This design comes from an exercise in tuning for small area and a short achievable clock period on the open sky130 flow, not from production work. The RTL was checked by simulation tests, not by an equivalence proof against the original design. No activity file was given, so power comes from the tool's default toggle rates.

==> flow/design.v (excerpt) <==
module alu16_top (
    input clk,
    input [5:0] alufn,
    input [15:0] a,
    input [15:0] b,
    output reg [15:0] y
  );
  wire [55:0] cs;
  alu_3 alu (.alufn(alufn), .a(a), .b(b), .cs(cs));
  wire [1:0] grp = alufn[5:4];
  reg [55:0] cs_q;
  reg sel_sum_q, sel_rev_q, force_q, ltd_q;
  always @(posedge clk) begin
    cs_q <= cs;
    sel_sum_q <= ~grp[1] | (~grp[0] & ~alufn[0]);    
    sel_rev_q <= (grp == 2'b10) & alufn[0];           
    force_q <= (grp == 2'b11) & ((alufn[1] & (a == b)) | (alufn[2] & a[15] & ~b[15]));
    ltd_q <= (grp == 2'b11) & alufn[2] & ~(a[15] ^ b[15]);
  end
  wire s47, c48;
  ha1 u_s47 (.a(cs_q[22]), .b(cs_q[23]), .s(s47), .co(c48));
  wire s49, c50;
  ha1 u_s49 (.a(cs_q[27]), .b(cs_q[28]), .s(s49), .co(c50));
  wire s51, c52;
  ha1 u_s51 (.a(cs_q[31]), .b(cs_q[32]), .s(s51), .co(c52));
  wire s53, c54;
  fa1 u_s53 (.a(cs_q[35]), .b(cs_q[36]), .ci(cs_q[37]), .s(s53), .co(c54));
  wire s55, c56;
  ha1 u_s55 (.a(cs_q[38]), .b(cs_q[39]), .s(s55), .co(c56));
  wire s57, c58;
  fa1 u_s57 (.a(cs_q[41]), .b(cs_q[42]), .ci(cs_q[43]), .s(s57), .co(c58));
  wire s59, c60;
  ha1 u_s59 (.a(cs_q[44]), .b(cs_q[45]), .s(s59), .co(c60));
  wire s61, c62;
  fa1 u_s61 (.a(cs_q[46]), .b(cs_q[47]), .ci(cs_q[48]), .s(s61), .co(c62));
  wire s63, c64;
  ...
For scale: about 750 cells after synthesis, ~55 I/O pins.
export LEC_CHECK = 0
export CAP_MARGIN = 0
export CORE_MARGIN = 2
export CORE_UTILIZATION = 55
export CTS_BUF_LIST = sky130_fd_sc_hd__clkbuf_4 sky130_fd_sc_hd__clkbuf_8
export SETUP_SLACK_MARGIN = 3.0
export SLEW_MARGIN = 0
export BUFFER_PORTS_ARGS = -buffer_cell sky130_fd_sc_hd__buf_1
create_clock -name core_clock -period 6.5 [get_ports {clk}]
standard.sh (not shown) runs the stock make flow with config.mk's settings and CLKGATE_MAP_FILE= SYNTH_SCRIPT=/design/flow/synth_recipe.tcl, a recipe that flattens the netlist after the stock synthesis.
==> flow/flow/run.sh <==
#!/bin/bash
# Standard layout (the standard.sh) with two changes to its settings:
# half-adder cells are kept out of synthesis (abc maps half adders to plain
# gates), and the port buffers are the smallest buffer cell.  The tools'
# output goes to standard.log here.
set -e
cat >> "$FLOW_CONFIG" <<'EOC'
export DONT_USE_CELLS += sky130_fd_sc_hd__ha_1 sky130_fd_sc_hd__ha_2 sky130_fd_sc_hd__ha_4
export BUFFER_PORTS_ARGS = -buffer_cell sky130_fd_sc_hd__buf_1
EOC
bash standard.sh > standard.log 2>&1
The first run finished clean.
Rerun with:
--- a/flow/config.mk
+++ b/flow/config.mk
@@ -11,3 +11,3 @@
 export CTS_BUF_LIST = sky130_fd_sc_hd__clkbuf_4 sky130_fd_sc_hd__clkbuf_8
-export SETUP_SLACK_MARGIN = 3.0
+export SETUP_SLACK_MARGIN = 2.5
 export SLEW_MARGIN = 0
Result:
- via count drops by 2.4%
- final area goes down by 4.7%
- power went down by 1.6%
- clock power is higher by about 2%
Rerun with:
--- a/flow/config.mk
+++ b/flow/config.mk
@@ -11,3 +11,3 @@
 export CTS_BUF_LIST = sky130_fd_sc_hd__clkbuf_4 sky130_fd_sc_hd__clkbuf_8
-export SETUP_SLACK_MARGIN = 2.5
+export SETUP_SLACK_MARGIN = 2.85
 export SLEW_MARGIN = 0
=> The changed run went through all stages and came out clean. Cell count rises by 0.76%. Design area is higher by 1.6%. Power climbs by 1.7%. Setup slack improves by 0.36 ns. Clock power went up by 6.1%. Hold slack gains 0.0069 ns. Via count fell by 0.54%. Wire length came out lower by 2.3%. Sequential power barely changes. First-iteration DRC count decreases by 18%. Combinational power went up by about 0.9%.

Starting RTL as in the previous note.
// alu16_top
module alu16_top (
    input clk,
    input [5:0] alufn,
    input [15:0] a,
    input [15:0] b,
    output reg [15:0] y
  );
clock: 6.5 ns
lec_check: 0
cap_margin: 0
core_margin: 2
core_utilization: 55
cts_buf_list: sky130_fd_sc_hd__clkbuf_4 sky130_fd_sc_hd__clkbuf_8
setup_slack_margin: 3.0
slew_margin: 0
synth_hierarchical: 1
buffer_ports_args: -buffer_cell sky130_fd_sc_hd__buf_1
Scripts as last shown in full above: flow/flow/run.sh
Edit:
--- a/flow/config.mk
+++ b/flow/config.mk
@@ -11,5 +11,4 @@
 export CTS_BUF_LIST = sky130_fd_sc_hd__clkbuf_4 sky130_fd_sc_hd__clkbuf_8
-export SETUP_SLACK_MARGIN = 3.0
+export SETUP_SLACK_MARGIN = 3.15
 export SLEW_MARGIN = 0
-export SYNTH_HIERARCHICAL = 1
 export DONT_USE_CELLS += sky130_fd_sc_hd__ha_1 sky130_fd_sc_hd__ha_2 sky130_fd_sc_hd__ha_4
Routed wire length went down by 7.0%.
Setup slack gets better by 150 ps.
Register-to-register slack gets worse by 20 ps.

## run 1
alu16_top again, from the RTL that the note above started with.
clock: 6.5 ns
lec_check: 0
cap_margin: 0
core_margin: 2
core_utilization: 62
cts_buf_list: sky130_fd_sc_hd__clkbuf_4 sky130_fd_sc_hd__clkbuf_8
setup_slack_margin: 2.9
slew_margin: 0
buffer_ports_args: -buffer_cell sky130_fd_sc_hd__buf_1
Scripts as last shown in full above: flow/flow/run.sh
Run 1 reached the end of the flow, and the finished layout is clean on the timing, design-rule and antenna checks.
The following lists how run 2 was set up differently from run 1:
--- a/flow/config.mk
+++ b/flow/config.mk
@@ -8,7 +8,8 @@
 export CAP_MARGIN = 0
 export CORE_MARGIN = 2
-export CORE_UTILIZATION = 62
+export CORE_UTILIZATION = 55
 export CTS_BUF_LIST = sky130_fd_sc_hd__clkbuf_4 sky130_fd_sc_hd__clkbuf_8
-export SETUP_SLACK_MARGIN = 2.9
+export PLACE_DENSITY = 0.75
+export SETUP_SLACK_MARGIN = 3.0
 export SLEW_MARGIN = 0
 export DONT_USE_CELLS += sky130_fd_sc_hd__ha_1 sky130_fd_sc_hd__ha_2 sky130_fd_sc_hd__ha_4
[summary]
Run 2 has completed all stages; timing, DRC and antenna checks passed. Clock skew in run 2 is 0.0046 ns higher than in run 1. Met2 global-route usage: run 1 and run 2 compared, lower one is run 2. Compared to run 1, run 2 has clock group total power 6.8% lower.
Inputs modified between run 2 and run 3:
--- a/flow/config.mk
+++ b/flow/config.mk
@@ -8,8 +8,7 @@
 export CAP_MARGIN = 0
 export CORE_MARGIN = 2
-export CORE_UTILIZATION = 55
+export CORE_UTILIZATION = 45
 export CTS_BUF_LIST = sky130_fd_sc_hd__clkbuf_4 sky130_fd_sc_hd__clkbuf_8
-export PLACE_DENSITY = 0.75
-export SETUP_SLACK_MARGIN = 3.0
+export SETUP_SLACK_MARGIN = 2.9
 export SLEW_MARGIN = 0
 export DONT_USE_CELLS += sky130_fd_sc_hd__ha_1 sky130_fd_sc_hd__ha_2 sky130_fd_sc_hd__ha_4
Findings:
The number of global-route vias before repair reported for run 3 is smaller than that of run 2 by 1.4%.
Between run 3 and run 2, the worst hold slack is lower for run 2.
Utilization run 2 -> run 3: down
Setup changes, run 3 to run 4
--- a/flow/config.mk
+++ b/flow/config.mk
@@ -8,7 +8,7 @@
 export CAP_MARGIN = 0
 export CORE_MARGIN = 2
-export CORE_UTILIZATION = 45
+export CORE_UTILIZATION = 55
 export CTS_BUF_LIST = sky130_fd_sc_hd__clkbuf_4 sky130_fd_sc_hd__clkbuf_8
-export SETUP_SLACK_MARGIN = 2.9
+export SETUP_SLACK_MARGIN = 2.7
 export SLEW_MARGIN = 0
 export DONT_USE_CELLS += sky130_fd_sc_hd__ha_1 sky130_fd_sc_hd__ha_2 sky130_fd_sc_hd__ha_4
Notes after the runs:
Non-clock buffer count was higher in the run labelled run 3.
On register fraction of the total cell area, the lower figure sits with run 3, not run 4.
Proportion of cell area occupied by multi-input gates: run 4 vs run 3 up 1.1 points
The run with more routed wire is run 3, not run 4.
Summary — maximum frequency, run 4 relative to run 3: lower, by about 5%.
Run 4 ended up with fewer standard cells than run 3.

[static timing again, ports no longer ideal]
How much do the figures lean on ideal ports? The routed layouts below were timed once more, with nothing changed but the port constraints.
Step 1, drivers: a clkbuf_16 drives clk and a buf_2 each remaining input, both assumed.
Step 2 times the ports against the registers' clock, not the clock port: input delays grow and output delays shrink by t, the midpoint of the rising clock arrivals with the driver on.
Three values: no drivers, after step 1, after step 2; two values: the first two.
run | shift t [ns] | setup WS [ns] | slew at the worst register clock pin (ns) | pins driven straight from the clock port
the first run of note 1 | 0.384 | 3.043 / 3.052 / 2.669 | 0.08 / 0.08 | 1
the second run of note 1 | 0.388 | 2.624 / 2.629 / 2.241 | 0.09 / 0.09 | 1
the third run of note 1 | 0.387 | 2.979 / 2.992 / 2.606 | 0.08 / 0.08 | 1
the first run of note 2 | 0.384 | 3.032 / 3.041 / 2.658 | 0.09 / 0.09 | 1
the second run of note 2 | 0.387 | 3.181 / 3.194 / 2.807 | 0.09 / 0.09 | 1
run 1 | 0.374 | 2.988 / 2.998 / 2.624 | 0.08 / 0.08 | 1
run 2 | 0.390 | 3.091 / 3.101 / 2.711 | 0.09 / 0.09 | 1
run 3 | 0.393 | 2.965 / 2.976 / 2.583 | 0.09 / 0.09 | 1
run 4 | 0.391 | 2.788 / 2.796 / 2.405 | 0.09 / 0.09 | 1
After both steps every run listed still meets setup and hold.
